Source: an optimization exercise on an open RTL-to-GDS flow (aim: small area, a short achievable clock period and few clock cycles). Production flows keep margins and buffers that such runs may drop.
Function was checked by simulation only, so behaviour that the tests miss may differ from the original.

## design/flow/config.mk

```make
export PLATFORM = sky130hd
export DESIGN_NAME = CPU
export DESIGN_NICKNAME = CPU
export VERILOG_FILES = /design/flow/design.v
export SDC_FILE = /design/flow/constraint.sdc
export NUM_CORES = 4
export LEC_CHECK = 0
export CAP_MARGIN = 20
export CORE_MARGIN = 2
export CORE_UTILIZATION = 40
export PLACE_DENSITY = 0.6
export SLEW_MARGIN = 20
```

## design/flow/constraint.sdc

```tcl
create_clock -name core_clock -period 8.0 [get_ports {clk}]
set_input_delay 1.6000 -clock core_clock [delete_from_list [all_inputs] [get_ports {clk}]]
set_output_delay 1.6000 -clock core_clock [all_outputs]
set_load 0.01 [all_outputs]
```

## design/flow/design.v

```verilog
module MYMEM (Q, CLK, CEN, WEN, A, D, OEN);
output reg [15:0] Q;
input CLK, CEN, WEN, OEN;
input [6:0] A;
input [15:0] D;
reg [15:0] mem [0:127];
always @(posedge CLK) begin
    if (!CEN) begin
        if (!WEN) mem[A] <= D;
        Q <= mem[A];
    end
end
endmodule
module CPU(
                clk,
              rst_n,
           IO_stall,
         awid_m_inf,
       awaddr_m_inf,
       awsize_m_inf,
      awburst_m_inf,
        awlen_m_inf,
      awvalid_m_inf,
      awready_m_inf,
        wdata_m_inf,
        wlast_m_inf,
       wvalid_m_inf,
       wready_m_inf,
          bid_m_inf,
        bresp_m_inf,
       bvalid_m_inf,
       bready_m_inf,
         arid_m_inf,
       araddr_m_inf,
        arlen_m_inf,
       arsize_m_inf,
      arburst_m_inf,
      arvalid_m_inf,
      arready_m_inf, 
          rid_m_inf,
        rdata_m_inf,
        rresp_m_inf,
        rlast_m_inf,
       rvalid_m_inf,
       rready_m_inf 
);
parameter ID_WIDTH = 4 , ADDR_WIDTH = 32, DATA_WIDTH = 16, DRAM_NUMBER=2, WRIT_NUMBER=1;
input  wire clk, rst_n;
output reg  IO_stall;
output  wire [WRIT_NUMBER * ID_WIDTH-1:0]        awid_m_inf;
output  wire [WRIT_NUMBER * ADDR_WIDTH-1:0]    awaddr_m_inf;
output  wire [WRIT_NUMBER * 3 -1:0]            awsize_m_inf;
output  wire [WRIT_NUMBER * 2 -1:0]           awburst_m_inf;
output  wire [WRIT_NUMBER * 7 -1:0]             awlen_m_inf;
output  wire [WRIT_NUMBER-1:0]                awvalid_m_inf;
input   wire [WRIT_NUMBER-1:0]                awready_m_inf;
output  wire [WRIT_NUMBER * DATA_WIDTH-1:0]     wdata_m_inf;
output  wire [WRIT_NUMBER-1:0]                  wlast_m_inf;
output  wire [WRIT_NUMBER-1:0]                 wvalid_m_inf;
input   wire [WRIT_NUMBER-1:0]                 wready_m_inf;
input   wire [WRIT_NUMBER * ID_WIDTH-1:0]         bid_m_inf;
input   wire [WRIT_NUMBER * 2 -1:0]             bresp_m_inf;
input   wire [WRIT_NUMBER-1:0]                 bvalid_m_inf;
output  wire [WRIT_NUMBER-1:0]                 bready_m_inf;
output  wire [DRAM_NUMBER * ID_WIDTH-1:0]       arid_m_inf;
output  wire [DRAM_NUMBER * ADDR_WIDTH-1:0]   araddr_m_inf;
output  wire [DRAM_NUMBER * 7 -1:0]            arlen_m_inf;
output  wire [DRAM_NUMBER * 3 -1:0]           arsize_m_inf;
output  wire [DRAM_NUMBER * 2 -1:0]          arburst_m_inf;
output  wire [DRAM_NUMBER-1:0]               arvalid_m_inf;
input   wire [DRAM_NUMBER-1:0]               arready_m_inf;
input   wire [DRAM_NUMBER * ID_WIDTH-1:0]         rid_m_inf;
input   wire [DRAM_NUMBER * DATA_WIDTH-1:0]     rdata_m_inf;
input   wire [DRAM_NUMBER * 2 -1:0]             rresp_m_inf;
input   wire [DRAM_NUMBER-1:0]                  rlast_m_inf;
input   wire [DRAM_NUMBER-1:0]                 rvalid_m_inf;
output  wire [DRAM_NUMBER-1:0]                 rready_m_inf;
parameter signed OFFSET = 16'h1000 ;
integer i;
genvar idx;
parameter S_IDLE = 3'd7 ;
parameter S_INST_FETCH  = 3'd0 ; 
parameter S_INST_DECODE = 3'd1 ;
parameter S_EXECUTE     = 3'd2 ;
parameter S_WRITE_BACK  = 3'd3 ;
parameter S_DATA_LOAD   = 3'd4 ;
parameter S_DATA_STORE  = 3'd5 ;
reg signed [15:0] core_r0 , core_r1 , core_r2 , core_r3 ;
reg signed [15:0] core_r4 , core_r5 , core_r6 , core_r7 ;
reg signed [15:0] core_r8 , core_r9 , core_r10, core_r11;
reg signed [15:0] core_r12, core_r13, core_r14, core_r15;
reg [2:0] curr_state, next_state;
wire [15:0] inst, data;
wire [2:0] opcode;
wire [3:0] rs, rt, rd;
wire func;
wire signed [4:0] imm;
wire [15:0] address;
reg signed [15:0] curr_pc, next_pc;
reg signed [15:0] rs_data, rt_data, rd_data;
wire signed [15:0] data_addr;
reg in_valid_inst;
wire out_valid_inst;
reg in_valid_data;
wire out_valid_data;
reg in_valid_data_write;
wire out_finish_data;
always @(posedge clk or negedge rst_n) begin
    if (!rst_n)   curr_state <= S_IDLE ;
    else          curr_state <= next_state ;
end
always @(*) begin
    next_state = curr_state ;
    case(curr_state)
        S_IDLE:   next_state = S_INST_FETCH ;
        S_INST_FETCH:   if (out_valid_inst==1)    next_state = S_INST_DECODE ;
        S_INST_DECODE:  next_state = S_EXECUTE ;
        S_EXECUTE: begin
            if (opcode==3'b010)         next_state = S_DATA_LOAD ;
            else if (opcode==3'b011)    next_state = S_DATA_STORE ;
            else if (opcode[2]==1'b1)   next_state = S_INST_FETCH ;
            else                        next_state = S_WRITE_BACK ;
        end
        S_DATA_LOAD:  if (out_valid_data==1)    next_state = S_INST_FETCH ;
        S_DATA_STORE: if (out_finish_data==1)   next_state = S_INST_FETCH ;
        S_WRITE_BACK:   next_state = S_INST_FETCH ;
    endcase
end
always @(posedge clk or negedge rst_n) begin
    if (!rst_n)   in_valid_inst <= 0 ;
    else begin
        if (next_state==S_INST_FETCH && curr_state!=S_INST_FETCH)   in_valid_inst <= 1 ;
        else      in_valid_inst <= 0 ;
    end
end
r_DRAM_inst r_DRAM_inst(
                .clk(clk),
              .rst_n(rst_n),
           .in_valid(in_valid_inst),
            .in_addr(curr_pc[11:1]),
          .out_valid(out_valid_inst),
           .out_inst(inst),
         .arid_m_inf(arid_m_inf[DRAM_NUMBER * ID_WIDTH-1:ID_WIDTH]),
       .araddr_m_inf(araddr_m_inf[DRAM_NUMBER * ADDR_WIDTH-1:ADDR_WIDTH]),
        .arlen_m_inf(arlen_m_inf[DRAM_NUMBER * 7 -1:7]),
       .arsize_m_inf(arsize_m_inf[DRAM_NUMBER * 3 -1:3]),
      .arburst_m_inf(arburst_m_inf[DRAM_NUMBER * 2 -1:2]),
      .arvalid_m_inf(arvalid_m_inf[1]),
      .arready_m_inf(arready_m_inf[1]), 
          .rid_m_inf(rid_m_inf[DRAM_NUMBER * ID_WIDTH-1:ID_WIDTH]),
        .rdata_m_inf(rdata_m_inf[DRAM_NUMBER * DATA_WIDTH-1:DATA_WIDTH]),
        .rresp_m_inf(rresp_m_inf[DRAM_NUMBER * 2 -1:2]),
        .rlast_m_inf(rlast_m_inf[1]),
       .rvalid_m_inf(rvalid_m_inf[1]),
       .rready_m_inf(rready_m_inf[1]) 
);
always @(posedge clk or negedge rst_n) begin
    if (!rst_n)   in_valid_data <= 0 ;
    else begin
        if (next_state==S_DATA_LOAD && curr_state!=S_DATA_LOAD)         in_valid_data <= 1 ;
        else if (next_state==S_DATA_STORE && curr_state!=S_DATA_STORE)  in_valid_data <= 1 ;
        else      in_valid_data <= 0 ;
    end
end
assign data_addr = (rs_data + {{11{imm[4]}}, imm}) * 2 + OFFSET ;
r_DRAM_data r_DRAM_data(
                .clk(clk),
              .rst_n(rst_n),
           .in_valid(in_valid_data),
            .in_addr(data_addr[11:1]),
            .in_write(curr_state==S_DATA_STORE),
            .in_data(rt_data),
          .out_valid(out_valid_data),
           .out_data(data),
         .arid_m_inf(arid_m_inf[ID_WIDTH-1:0]),
       .araddr_m_inf(araddr_m_inf[ADDR_WIDTH-1:0]),
        .arlen_m_inf(arlen_m_inf[7 -1:0]),
       .arsize_m_inf(arsize_m_inf[3 -1:0]),
      .arburst_m_inf(arburst_m_inf[2 -1:0]),
      .arvalid_m_inf(arvalid_m_inf[0]),
      .arready_m_inf(arready_m_inf[0]), 
          .rid_m_inf(rid_m_inf[ID_WIDTH-1:0]),
        .rdata_m_inf(rdata_m_inf[DATA_WIDTH-1:0]),
        .rresp_m_inf(rresp_m_inf[2 -1:0]),
        .rlast_m_inf(rlast_m_inf[0]),
       .rvalid_m_inf(rvalid_m_inf[0]),
       .rready_m_inf(rready_m_inf[0]) 
);
always @(posedge clk or negedge rst_n) begin
    if (!rst_n)   in_valid_data_write <= 0 ;
    else begin
        if (next_state==S_DATA_STORE && curr_state!=S_DATA_STORE)  in_valid_data_write <= 1 ;
        else      in_valid_data_write <= 0 ;
    end
end
w_DRAM_data w_DRAM_data(
                .clk(clk),
              .rst_n(rst_n),
           .in_valid(in_valid_data_write),
            .in_addr(data_addr[11:1]),
            .in_data(rt_data),
         .out_finish(out_finish_data),
         .awid_m_inf(awid_m_inf),
       .awaddr_m_inf(awaddr_m_inf),
       .awsize_m_inf(awsize_m_inf),
      .awburst_m_inf(awburst_m_inf),
        .awlen_m_inf(awlen_m_inf),
      .awvalid_m_inf(awvalid_m_inf),
      .awready_m_inf(awready_m_inf),
        .wdata_m_inf(wdata_m_inf),
        .wlast_m_inf(wlast_m_inf),
       .wvalid_m_inf(wvalid_m_inf),
       .wready_m_inf(wready_m_inf),
          .bid_m_inf(bid_m_inf),
        .bresp_m_inf(bresp_m_inf),
       .bvalid_m_inf(bvalid_m_inf),
       .bready_m_inf(bready_m_inf)
);
assign opcode = inst[15:13] ;
assign rs     = inst[12: 9] ;
assign rt     = inst[ 8: 5] ;
assign rd     = inst[ 4: 1] ;
assign func   = inst[0] ;
assign imm    = inst[ 4: 0] ;
assign address = { 3'b000 , inst[12:0] } ;
always @(posedge clk or negedge rst_n) begin
    if (!rst_n)                         curr_pc <= OFFSET ;
    else if (next_state==S_EXECUTE)     curr_pc <= next_pc ;
end
always @(*) begin
    if (opcode==3'b101)     next_pc = address ;
    else if (opcode==3'b100) begin
        if (rs_data==rt_data)   next_pc = curr_pc + 2 + {{10{imm[4]}}, imm, 1'b0} ; 
        else                    next_pc = curr_pc + 2 ;
    end 
    else    next_pc = curr_pc +  2;
end
always @(posedge clk or negedge rst_n) begin
    if (!rst_n)     IO_stall <= 1 ;
    else begin
        if (curr_state!=S_IDLE) begin
            if (next_state==S_INST_FETCH && curr_state!=S_INST_FETCH)
                IO_stall <= 0 ;
            else 
                IO_stall <= 1 ;
        end
    end
end
always @(posedge clk or negedge rst_n) begin
    if (!rst_n)     rs_data <= 0 ;
    else begin
        if (next_state==S_INST_DECODE) begin
            case(rs)
                0:      rs_data <= core_r0  ;
                1:      rs_data <= core_r1  ;
                2:      rs_data <= core_r2  ;
                3:      rs_data <= core_r3  ;
                4:      rs_data <= core_r4  ;
                5:      rs_data <= core_r5  ;
                6:      rs_data <= core_r6  ;
                7:      rs_data <= core_r7  ;
                8:      rs_data <= core_r8  ;
                9:      rs_data <= core_r9  ;
                10:     rs_data <= core_r10 ; 
                11:     rs_data <= core_r11 ; 
                12:     rs_data <= core_r12 ; 
                13:     rs_data <= core_r13 ; 
                14:     rs_data <= core_r14 ; 
                15:     rs_data <= core_r15 ; 
            endcase
        end         
    end
end
always @(posedge clk or negedge rst_n) begin
    if (!rst_n)     rt_data <= 0 ;
    else begin
        if (next_state==S_INST_DECODE) begin
            case(rt)
                0:      rt_data <= core_r0  ;
                1:      rt_data <= core_r1  ;
                2:      rt_data <= core_r2  ;
                3:      rt_data <= core_r3  ;
                4:      rt_data <= core_r4  ;
                5:      rt_data <= core_r5  ;
                6:      rt_data <= core_r6  ;
                7:      rt_data <= core_r7  ;
                8:      rt_data <= core_r8  ;
                9:      rt_data <= core_r9  ;
                10:     rt_data <= core_r10 ; 
                11:     rt_data <= core_r11 ; 
                12:     rt_data <= core_r12 ; 
                13:     rt_data <= core_r13 ; 
                14:     rt_data <= core_r14 ; 
                15:     rt_data <= core_r15 ; 
            endcase
        end         
    end
end
always @(posedge clk or negedge rst_n) begin
    if (!rst_n)     rd_data <= 0 ;
    else begin
        if (next_state==S_EXECUTE) begin
            if (opcode==3'b000) begin
                if (func==0)    rd_data <= rs_data + rt_data ;   
                else            rd_data <= rs_data - rt_data ;   
            end
            else if (opcode==3'b001) begin
                if (func==0)    rd_data <= (rs_data<rt_data) ? 1 : 0 ;   
                else            rd_data <= rs_data * rt_data ;   
            end
            else    rd_data <= 0 ;
        end
    end
end
always @(posedge clk or negedge rst_n) begin
    if (!rst_n)   core_r0 <= 0 ;
    else begin
        if (next_state==S_WRITE_BACK && rd==0)  core_r0 <= rd_data ;
        else if (out_valid_data==1 && rt==0)    core_r0 <= data ;
    end
end
always @(posedge clk or negedge rst_n) begin
    if (!rst_n)   core_r1 <= 0 ;
    else begin
        if (next_state==S_WRITE_BACK && rd==1)  core_r1 <= rd_data ;
        else if (out_valid_data==1 && rt==1)    core_r1 <= data ;
    end
end
always @(posedge clk or negedge rst_n) begin
    if (!rst_n)   core_r2 <= 0 ;
    else begin
        if (next_state==S_WRITE_BACK && rd==2)  core_r2 <= rd_data ;
        else if (out_valid_data==1 && rt==2)    core_r2 <= data ;
    end
end
always @(posedge clk or negedge rst_n) begin
    if (!rst_n)   core_r3 <= 0 ;
    else begin
        if (next_state==S_WRITE_BACK && rd==3)  core_r3 <= rd_data ;
        else if (out_valid_data==1 && rt==3)    core_r3 <= data ;
    end
end
always @(posedge clk or negedge rst_n) begin
    if (!rst_n)   core_r4 <= 0 ;
    else begin
        if (next_state==S_WRITE_BACK && rd==4)  core_r4 <= rd_data ;
        else if (out_valid_data==1 && rt==4)    core_r4 <= data ;
    end
end
always @(posedge clk or negedge rst_n) begin
    if (!rst_n)   core_r5 <= 0 ;
    else begin
        if (next_state==S_WRITE_BACK && rd==5)  core_r5 <= rd_data ;
        else if (out_valid_data==1 && rt==5)    core_r5 <= data ;
    end
end
always @(posedge clk or negedge rst_n) begin
    if (!rst_n)   core_r6 <= 0 ;
    else begin
        if (next_state==S_WRITE_BACK && rd==6)  core_r6 <= rd_data ;
        else if (out_valid_data==1 && rt==6)    core_r6 <= data ;
    end
end
always @(posedge clk or negedge rst_n) begin
    if (!rst_n)   core_r7 <= 0 ;
    else begin
        if (next_state==S_WRITE_BACK && rd==7)  core_r7 <= rd_data ;
        else if (out_valid_data==1 && rt==7)    core_r7 <= data ;
    end
end
always @(posedge clk or negedge rst_n) begin
    if (!rst_n)   core_r8 <= 0 ;
    else begin
        if (next_state==S_WRITE_BACK && rd==8)  core_r8 <= rd_data ;
        else if (out_valid_data==1 && rt==8)    core_r8 <= data ;
    end
end
always @(posedge clk or negedge rst_n) begin
    if (!rst_n)   core_r9 <= 0 ;
    else begin
        if (next_state==S_WRITE_BACK && rd==9)  core_r9 <= rd_data ;
        else if (out_valid_data==1 && rt==9)    core_r9 <= data ;
    end
end
always @(posedge clk or negedge rst_n) begin
    if (!rst_n)   core_r10 <= 0 ;
    else begin
        if (next_state==S_WRITE_BACK && rd==10)  core_r10 <= rd_data ;
        else if (out_valid_data==1 && rt==10)    core_r10 <= data ;
    end
end
always @(posedge clk or negedge rst_n) begin
    if (!rst_n)   core_r11 <= 0 ;
    else begin
        if (next_state==S_WRITE_BACK && rd==11)  core_r11 <= rd_data ;
        else if (out_valid_data==1 && rt==11)    core_r11 <= data ;
    end
end
always @(posedge clk or negedge rst_n) begin
    if (!rst_n)   core_r12 <= 0 ;
    else begin
        if (next_state==S_WRITE_BACK && rd==12)  core_r12 <= rd_data ;
        else if (out_valid_data==1 && rt==12)    core_r12 <= data ;
    end
end
always @(posedge clk or negedge rst_n) begin
    if (!rst_n)   core_r13 <= 0 ;
    else begin
        if (next_state==S_WRITE_BACK && rd==13)  core_r13 <= rd_data ;
        else if (out_valid_data==1 && rt==13)    core_r13 <= data ;
    end
end
always @(posedge clk or negedge rst_n) begin
    if (!rst_n)   core_r14 <= 0 ;
    else begin
        if (next_state==S_WRITE_BACK && rd==14)  core_r14 <= rd_data ;
        else if (out_valid_data==1 && rt==14)    core_r14 <= data ;
    end
end
always @(posedge clk or negedge rst_n) begin
    if (!rst_n)   core_r15 <= 0 ;
    else begin
        if (next_state==S_WRITE_BACK && rd==15)  core_r15 <= rd_data ;
        else if (out_valid_data==1 && rt==15)    core_r15 <= data ;
    end
end
endmodule
module r_DRAM_inst(
                clk,
              rst_n,
           in_valid,
            in_addr,
          out_valid,
           out_inst,
         arid_m_inf,
       araddr_m_inf,
        arlen_m_inf,
       arsize_m_inf,
      arburst_m_inf,
      arvalid_m_inf,
      arready_m_inf, 
          rid_m_inf,
        rdata_m_inf,
        rresp_m_inf,
        rlast_m_inf,
       rvalid_m_inf,
       rready_m_inf 
);
parameter ID_WIDTH = 4 , ADDR_WIDTH = 32, DATA_WIDTH = 16, DRAM_NUMBER=2, WRIT_NUMBER=1;
input  wire clk, rst_n;
input  in_valid;
input  [10:0] in_addr;
output reg out_valid;
output reg [15:0] out_inst;
output  wire [ID_WIDTH-1:0]       arid_m_inf;
output  wire [ADDR_WIDTH-1:0]   araddr_m_inf;
output  wire [7 -1:0]            arlen_m_inf;
output  wire [3 -1:0]           arsize_m_inf;
output  wire [2 -1:0]          arburst_m_inf;
output  reg                    arvalid_m_inf;
input   wire                   arready_m_inf;
input   wire [ID_WIDTH-1:0]         rid_m_inf;
input   wire [DATA_WIDTH-1:0]     rdata_m_inf;
input   wire [2 -1:0]             rresp_m_inf;
input   wire                      rlast_m_inf;
input   wire                     rvalid_m_inf;
output  wire                     rready_m_inf;
parameter S_IDLE = 3'd0 ;
parameter S_HIT  = 3'd1 ;
parameter S_BUF  = 3'd2 ;
parameter S_SEND = 3'd3 ;
parameter S_WAIT = 3'd4 ;
parameter S_OUT  = 3'd5 ;
reg  [2:0] curr_state, next_state;
reg [6:0] curr_addr;
wire [15:0] sram_out;
reg is_valid;
reg [3:0] tag;
always @(posedge clk or negedge rst_n) begin
    if (!rst_n)     curr_addr <= 0 ;
    else begin
        if (next_state==S_HIT)      curr_addr <= in_addr[6:0] ;
        else if (rvalid_m_inf==1)   curr_addr <= curr_addr + 1 ;
        else if (next_state==S_IDLE)    curr_addr <= 0 ;
    end
end
MYMEM SRAM_inst( .Q(sram_out), .CLK(clk), .CEN(1'b0), .WEN(curr_state!=S_WAIT), .A(curr_addr), .D(rdata_m_inf), .OEN(1'b0) );
always @(posedge clk or negedge rst_n) begin
    if (!rst_n)     is_valid <= 0 ;
    else if (curr_state==S_SEND)    is_valid <= 1 ;
end
always @(posedge clk or negedge rst_n) begin
    if (!rst_n)     tag <= 0 ;
    else if (curr_state==S_SEND)    tag <= in_addr[10:7] ;
end
always @(posedge clk or negedge rst_n) begin
    if (!rst_n)     curr_state <= S_IDLE ;
    else            curr_state <= next_state ;
end
always @(*) begin
    next_state = curr_state ;
    case(curr_state)
        S_IDLE: begin
            if (in_valid==1) begin
                if (is_valid==1 && tag==in_addr[10:7])  
                    next_state = S_HIT ;
                else
                    next_state = S_SEND ;
            end 
        end
        S_HIT:  next_state = S_BUF ;
        S_BUF:  next_state = S_OUT ;
        S_SEND: if (arready_m_inf==1)   next_state = S_WAIT ;
        S_WAIT: if (rlast_m_inf==1)     next_state = S_OUT ;
        S_OUT:  next_state = S_IDLE ;
    endcase
end
assign arid_m_inf = 0 ;
assign arlen_m_inf = 7'b111_1111 ;
assign arsize_m_inf = 3'b001 ;
assign arburst_m_inf = 2'b01 ;
assign araddr_m_inf = { 16'd0 , 4'b001 , in_addr[10:7] , 8'd0 } ;
assign rready_m_inf = (curr_state==S_WAIT) ? 1 : 0 ;
always @(posedge clk or negedge rst_n) begin
    if (!rst_n)     arvalid_m_inf <= 0 ;
    else begin
        if (next_state==S_SEND) arvalid_m_inf <= 1 ;
        else                    arvalid_m_inf <= 0 ;
    end
end
always @(posedge clk or negedge rst_n) begin
    if (!rst_n)     out_inst <= 0 ;
    else begin
        if (curr_state==S_WAIT) begin
            if (rvalid_m_inf==1 && curr_addr==in_addr[6:0])
                out_inst <= rdata_m_inf ;
        end 
        else if (curr_state==S_BUF)
            out_inst <= sram_out ;
    end
end
always @(posedge clk or negedge rst_n) begin
    if (!rst_n)     out_valid <= 0 ;
    else begin
        if (next_state==S_OUT)  out_valid <= 1 ;
        else                    out_valid <= 0 ;
    end
end
endmodule
module r_DRAM_data(
                clk,
              rst_n,
           in_valid,
           in_write,
            in_addr,
            in_data,
          out_valid,
           out_data,
         arid_m_inf,
       araddr_m_inf,
        arlen_m_inf,
       arsize_m_inf,
      arburst_m_inf,
      arvalid_m_inf,
      arready_m_inf, 
          rid_m_inf,
        rdata_m_inf,
        rresp_m_inf,
        rlast_m_inf,
       rvalid_m_inf,
       rready_m_inf 
);
parameter ID_WIDTH = 4 , ADDR_WIDTH = 32, DATA_WIDTH = 16, DRAM_NUMBER=2, WRIT_NUMBER=1;
input  wire clk, rst_n;
input  in_valid;
input  in_write;
input  [10:0] in_addr;
input  [15:0] in_data;
output reg out_valid;
output reg [15:0] out_data;
output  wire [ID_WIDTH-1:0]       arid_m_inf;
output  wire [ADDR_WIDTH-1:0]   araddr_m_inf;
output  wire [7 -1:0]            arlen_m_inf;
output  wire [3 -1:0]           arsize_m_inf;
output  wire [2 -1:0]          arburst_m_inf;
output  reg                    arvalid_m_inf;
input   wire                   arready_m_inf;
input   wire [ID_WIDTH-1:0]         rid_m_inf;
input   wire [DATA_WIDTH-1:0]     rdata_m_inf;
input   wire [2 -1:0]             rresp_m_inf;
input   wire                      rlast_m_inf;
input   wire                     rvalid_m_inf;
output  wire                     rready_m_inf;
parameter S_IDLE = 3'd0 ;
parameter S_HIT  = 3'd1 ;
parameter S_BUF  = 3'd2 ;
parameter S_SEND = 3'd3 ;
parameter S_WAIT = 3'd4 ;
parameter S_OUT  = 3'd5 ;
parameter S_WRITE_SARM = 3'd6 ;
reg  [2:0] curr_state, next_state;
reg [6:0] curr_addr;
wire [15:0] sram_out, sram_data;
reg is_valid;
reg [3:0] tag;
always @(posedge clk or negedge rst_n) begin
    if (!rst_n)     curr_addr <= 0 ;
    else begin
        if (next_state==S_HIT || next_state==S_WRITE_SARM)  curr_addr <= in_addr[6:0] ;
        else if (rvalid_m_inf==1)                           curr_addr <= curr_addr + 1 ;
        else if (next_state==S_IDLE)    curr_addr <= 0 ;
    end
end
assign sram_data = (curr_state==S_WRITE_SARM) ? in_data : rdata_m_inf ;
MYMEM SRAM_data( .Q(sram_out), .CLK(clk), .CEN(1'b0), .WEN(curr_state!=S_WAIT && curr_state!=S_WRITE_SARM), .A(curr_addr), .D(sram_data), .OEN(1'b0) );
always @(posedge clk or negedge rst_n) begin
    if (!rst_n)     is_valid <= 0 ;
    else if (curr_state==S_SEND)    is_valid <= 1 ;
end
always @(posedge clk or negedge rst_n) begin
    if (!rst_n)     tag <= 0 ;
    else if (curr_state==S_SEND)    tag <= in_addr[10:7] ;
end
always @(posedge clk or negedge rst_n) begin
    if (!rst_n)     curr_state <= S_IDLE ;
    else            curr_state <= next_state ;
end
always @(*) begin
    next_state = curr_state ;
    case(curr_state)
        S_IDLE: begin
            if (in_valid==1) begin
                if (in_write==1 && tag==in_addr[10:7])
                    next_state = S_WRITE_SARM ;
                else if (is_valid==1 && tag==in_addr[10:7])  
                    next_state = S_HIT ;
                else if (in_write!=1)
                    next_state = S_SEND ;
            end 
        end
        S_HIT:  next_state = S_BUF ;
        S_BUF:  next_state = S_OUT ;
        S_SEND: if (arready_m_inf==1)   next_state = S_WAIT ;
        S_WAIT: if (rlast_m_inf==1)     next_state = S_OUT ;
        S_OUT:  next_state = S_IDLE ;
        S_WRITE_SARM:   next_state = S_IDLE ;
    endcase
end
assign arid_m_inf = 0 ;
assign arlen_m_inf = 7'b111_1111 ;
assign arsize_m_inf = 3'b001 ;
assign arburst_m_inf = 2'b01 ;
assign araddr_m_inf = { 16'd0 , 4'b001 , in_addr[10:7] , 8'd0 } ;
assign rready_m_inf = (curr_state==S_WAIT) ? 1 : 0 ;
always @(posedge clk or negedge rst_n) begin
    if (!rst_n)     arvalid_m_inf <= 0 ;
    else begin
        if (next_state==S_SEND) arvalid_m_inf <= 1 ;
        else                    arvalid_m_inf <= 0 ;
    end
end
always @(posedge clk or negedge rst_n) begin
    if (!rst_n)     out_data <= 0 ;
    else begin
        if (curr_state==S_WAIT) begin
            if (rvalid_m_inf==1 && curr_addr==in_addr[6:0])
                out_data <= rdata_m_inf ;
        end 
        else if (curr_state==S_BUF)
            out_data <= sram_out ;
    end
end
always @(posedge clk or negedge rst_n) begin
    if (!rst_n)     out_valid <= 0 ;
    else begin
        if (next_state==S_OUT)  out_valid <= 1 ;
        else                    out_valid <= 0 ;
    end
end
endmodule
module w_DRAM_data(
                clk,
              rst_n,
           in_valid,
            in_addr,
            in_data,
         out_finish,
         awid_m_inf,
       awaddr_m_inf,
       awsize_m_inf,
      awburst_m_inf,
        awlen_m_inf,
      awvalid_m_inf,
      awready_m_inf,
        wdata_m_inf,
        wlast_m_inf,
       wvalid_m_inf,
       wready_m_inf,
          bid_m_inf,
        bresp_m_inf,
       bvalid_m_inf,
       bready_m_inf
);
parameter ID_WIDTH = 4 , ADDR_WIDTH = 32, DATA_WIDTH = 16, DRAM_NUMBER=2, WRIT_NUMBER=1;
input  wire clk, rst_n;
input  in_valid;
input  [10:0] in_addr;
input  [15:0] in_data;
output reg out_finish;
output  wire [ID_WIDTH-1:0]        awid_m_inf;
output  wire [ADDR_WIDTH-1:0]    awaddr_m_inf;
output  wire [3 -1:0]            awsize_m_inf;
output  wire [2 -1:0]           awburst_m_inf;
output  wire [7 -1:0]             awlen_m_inf;
output  reg                     awvalid_m_inf;
input   wire                    awready_m_inf;
output  reg  [DATA_WIDTH-1:0]     wdata_m_inf;
output  reg                       wlast_m_inf;
output  reg                      wvalid_m_inf;
input   wire                     wready_m_inf;
input   wire [ID_WIDTH-1:0]         bid_m_inf;
input   wire [2 -1:0]             bresp_m_inf;
input   wire                     bvalid_m_inf;
output  wire                     bready_m_inf;
parameter S_IDLE = 2'd0 ;
parameter S_SEND = 2'd1 ;
parameter S_WAIT = 2'd2 ;
parameter S_OUT  = 2'd3 ;
reg  [1:0] curr_state, next_state;
always @(posedge clk or negedge rst_n) begin
    if (!rst_n)     curr_state <= S_IDLE ;
    else            curr_state <= next_state ;
end
always @(*) begin
    next_state = curr_state ;
    case(curr_state)
        S_IDLE: if (in_valid==1)        next_state = S_SEND ; 
        S_SEND: if (awready_m_inf==1)   next_state = S_WAIT ;
        S_WAIT: if (wready_m_inf==1 && wlast_m_inf==1)     next_state = S_OUT ;
        S_OUT:  if (bvalid_m_inf==1)    next_state = S_IDLE ;
    endcase
end
assign awid_m_inf = 0 ;
assign awlen_m_inf = 7'd0 ;
assign awsize_m_inf = 3'b001 ;
assign awburst_m_inf = 2'b01 ;
assign awaddr_m_inf = { 16'd0 , 4'b0001 , in_addr , 1'b0 } ;
assign bready_m_inf = (curr_state==S_OUT) ? 1 : 0 ;
always @(posedge clk or negedge rst_n) begin
    if (!rst_n)     awvalid_m_inf <= 0 ;
    else begin
        if (next_state==S_SEND)     awvalid_m_inf <= 1 ;
        else                        awvalid_m_inf <= 0 ;
    end
end
always @(posedge clk or negedge rst_n) begin
    if (!rst_n)     wdata_m_inf <= 0 ;
    else if (in_valid==1)    wdata_m_inf <= in_data ;
end
always @(posedge clk or negedge rst_n) begin
    if (!rst_n)     wlast_m_inf <= 0 ;
    else begin
        if (next_state==S_WAIT)     wlast_m_inf <= 1 ;
        else                        wlast_m_inf <= 0 ;
    end
end
always @(posedge clk or negedge rst_n) begin
    if (!rst_n)     wvalid_m_inf <= 0 ;
    else begin
        if (next_state==S_WAIT)     wvalid_m_inf <= 1 ;
        else                        wvalid_m_inf <= 0 ;
    end
end
always @(posedge clk or negedge rst_n) begin
    if (!rst_n)     out_finish <= 0 ;
    else begin
        if (curr_state==S_OUT && next_state==S_IDLE)    out_finish <= 1 ;
        else                    out_finish <= 0 ;
    end
end
endmodule
```

## design/flow/run.sh

```bash
#!/bin/bash
# synth_recipe.tcl (not shown) runs the flow's synth.tcl, then flattens the netlist and writes it again
# the make line also repeats each setting of config.mk as NAME=value (left out here)
make -C /OpenROAD-flow-scripts/flow DESIGN_CONFIG=/design/flow/config.mk WORK_HOME=/design/flow/orfs CLKGATE_MAP_FILE= SYNTH_SCRIPT=/design/flow/synth_recipe.tcl finish
```

==> results.sh <==
export IMPL_top_regs="r_DRAM_data.SRAM_data.mem (2048), r_DRAM_inst.SRAM_inst.mem (2048)"
export IMPL_core_area_um2=444800
export IMPL_cp_start_kind="register"
export IMPL_yosys_warnings=5
export IMPL_r2r_worst_path_cells=19
export IMPL_worst_hold_slack_ns=0.4676
export IMPL_r2r_setup_slack_ns=1.56
export IMPL_p_leak_nw=67.55
export IMPL_tns_ns=0
export IMPL_setup_ws_ns=1.555
export IMPL_ctsResizeCount=0
export IMPL_wl_per_cell_um=31.14
export IMPL_pwr_density_cell_nw_per_um2=288.1
export IMPL_cts_made_buffers=444
export IMPL_grt_pass1_vias=106400
export IMPL_final_cell_count_no_fill=17860
export IMPL_crit_type="register to register"
export IMPL_rsz0062_at_grt="no"
export IMPL_rows=245
export IMPL_cts_buffer_depth=4
export IMPL_drive_gt1_frac=0.1107
export IMPL_grt_start_max_net_pins=150
export IMPL_async_reset_ff_frac=0.09015
export IMPL_ios=230
export IMPL_final_hold_viol_count=0
export IMPL_root_buffer="clkbuf_16"
export IMPL_drv_slew=0
export IMPL_drcViolationCount=0
export IMPL_fmax_mhz=155.2
export IMPL_cts_sinks=4537
export IMPL_cp_end_kind="register"
export IMPL_h_tree_depth=5
export IMPL_drtPass1Iterations=9
export IMPL_hold_buffers=0
export IMPL_cts_setup_buffers=0
export IMPL_ys_seq_elements=4537
export IMPL_setup_viol=0
export IMPL_num_vias=110200
export IMPL_syn_to_final_growth_pct=13.42
export IMPL_layout_commonest_cell="edfxtp_1"
export IMPL_fin_crit_sh=0.8056
export IMPL_min_period_ns=6.445
export IMPL_dieArea_um2=451700
export IMPL_cp_max_fo=11
export IMPL_dieWidth_um=672.1
export IMPL_dp_cells=17020
export IMPL_r2r_end="rd_data[15]"
export IMPL_slew_headroom=0.2359
export IMPL_arrival_ns=7.26
export IMPL_nNetsFinal=11800
export IMPL_synth_avg_cell_area_um2=15.75
export IMPL_max_cap_viol_count=0
export IMPL_hpwl_um=318000
export IMPL_die_h_um=672.1
export IMPL_synth_ff_type="edfxtp_1"
export IMPL_hp_class="register to register"
export IMPL_synthDistinctLibCells=76
export IMPL_synth_edf_count=4096
export IMPL_r2r_start="rs_data[1]"
export IMPL_crit_required_ns=8.82
export IMPL_portBuffers=86
export IMPL_path_clk_slew_ns=0.07
export IMPL_drt_vias_per_instance=6.169
export IMPL_drt_wl_total_um=556400
export IMPL_p_total_w=0.05833
export IMPL_dpl_worst_slack_ns=1.546
export IMPL_drtIter0Drc=14950
export IMPL_worstHoldStart="r_DRAM_data.is_valid"
export IMPL_ys_seq_area_frac=0.7499
export IMPL_layout_common_cells="4,096 x edfxtp_1, 1,544 x a22oi_1, 605 x nor2_1"
export IMPL_drtAntennaViolNets=0
export IMPL_track_usage=0.2376
export IMPL_ir_drop_mv=0.2992
export IMPL_place_congestion=0.8791
export IMPL_syn_inst=11330
export IMPL_cts_tree="built"
export IMPL_fin_skew_ns=0.1379
export IMPL_grt_pass1_wl_um=784800
export IMPL_crit_path_start="rs_data[1]"
export IMPL_worstMarginPinSlew_ns=1.136
export IMPL_synthesis_area_um2=178500
export IMPL_antenna_found_initial=33
export IMPL_clock_latency_ns=1.05
export IMPL_status="no timing/DRC/antenna violations"
export IMPL_crit_end="rd_data[15]"
export IMPL_grt_ovfl_total=0
export IMPL_start_util=0.4014
[Yosys cell counts (138+ instances only)]
| cell type | instances | area, µm² |
|---|---|---|
| a21oi_1 | 328 | 1642 |
| a221oi_1 | 384 | 3363 |
| a22o_1 | 379 | 3319 |
| a22oi_1 | 1544 | 11590 |
| a31oi_1 | 206 | 1289 |
| buf_1 | 206 | 773.2 |
| buf_4 | 138 | 1036 |
| clkbuf_1 | 573 | 2151 |
| dfrtp_1 | 405 | 10130 |
| edfxtp_1 | 4096 | 123000 |
| inv_1 | 181 | 679.4 |
| mux2i_1 | 292 | 2923 |
| nand2_1 | 365 | 1370 |
| nand4_1 | 291 | 1821 |
| nor2_1 | 622 | 2335 |
| o21ai_0 | 274 | 1371 |
[power by group]
group	switching, W	internal (W)
clock network	0.00909	0.0117
logic	0.00772	0.00297
registers	0.000424	0.0264
total	0.0172	0.0411
[how the worst min path moves through the flow]
| stage | to | slack (ns) | cells after the start |
|---|---|---|---|
| final | r_DRAM_data.is_valid | 0.47 | 1 |
| after global routing | r_DRAM_inst.is_valid | 0.52 | 1 |
| after CTS | r_DRAM_data.is_valid | 0.47 | 1 |
| after detailed placement | r_DRAM_data.is_valid | 0.45 | 1 |
| after global placement | r_DRAM_inst.is_valid | 0.45 | 1 |
| after floorplan | r_DRAM_data.is_valid | 0.43 | 1 |
[area by class of cell]
type / count / area (µm²)
Fill cell: 37980 / 242300
Sequential cell: 4537 / 133900
Tap cell: 5928 / 7417
Timing Repair Buffer: 604 / 5266
Clock inverter: 275 / 2740
Antenna cell: 19 / 47.55
Clock buffer: 554 / 11720
Multi-Input combinational cell: 5764 / 40700
Inverter: 183 / 686.9
[routing by layer]
layer / routed length [µm] / global-route usage
met5: 279 / 0.002232
met2: 259300 / 0.3792
met4: 23560 / 0.08867
met1: 217800 / 0.3226
met3: 55460 / 0.04727
[worst max-delay path, cell delays in order (launching register included)]
cell      delay [ns]
dfrtp_1         0.76
clkinv_1        0.72
nor2_1          0.29
fa_1            0.47
fa_1            0.51
ha_1            0.15
inv_1           0.05
fa_1            0.46
fa_1            0.51
fa_1            0.49
inv_1           0.04
ha_1            0.31
o21ai_0         0.13
a21boi_0        0.16
o21ai_0         0.24
a21oi_1         0.14
o41ai_1         0.38
xnor2_1         0.13
a22oi_1         0.24
a21oi_1         0.10
[kinds of logic after synthesis]
group	Yosys count	synth area share
buffers and inverters	1155	0.02764
multiplexers	319	0.01820
XOR/XNOR	103	0.005250
adder cells (fa/ha/maj)	207	0.01800
AND/OR/NAND/NOR	1628	0.04268
other	2	0.00004207
flip-flops	4537	0.7499
AO/OA/AOI/OAI	3382	0.1383
[metrics by stage]
step	utilization	cell area, µm²
after detailed placement	0.4225	187900
after global routing	0.4552	202500
final	0.4552	202500
after global placement	0.4223	187800
after CTS	0.4550	202400
after floorplan	-	179000
Testbench counts, summed over its fixed seeds: cycles 1,052,208.

==> re-timing with driven ports <==
How much do the figures lean on ideal ports? The routed layout below was timed once more, with nothing changed but the port constraints.
Step 1 sets driving cells, clkbuf_16 on the clock port and buf_2 on the other inputs (assumed; they add their load-dependent delay and slew).
Step 2 moves the port delays by t, midway between the first and last clock arrival at a register: inputs arrive t later, outputs are due t later. That takes back most of the time a late clock gives input paths.
Slacks: no drivers / after step 1 / after step 2; pairs: no drivers / after step 1.
t (ns): 1.084
slack for setup (ns): 1.555 / 1.474 / 1.555
worst register clock-pin slew, ns: 0.07 / 0.07
pins driven straight from the clock port: 1
After both steps setup and hold are still met in this run. The setup slack of this run moves by -0.081 ns with the drivers and by 0.000 ns with both steps.
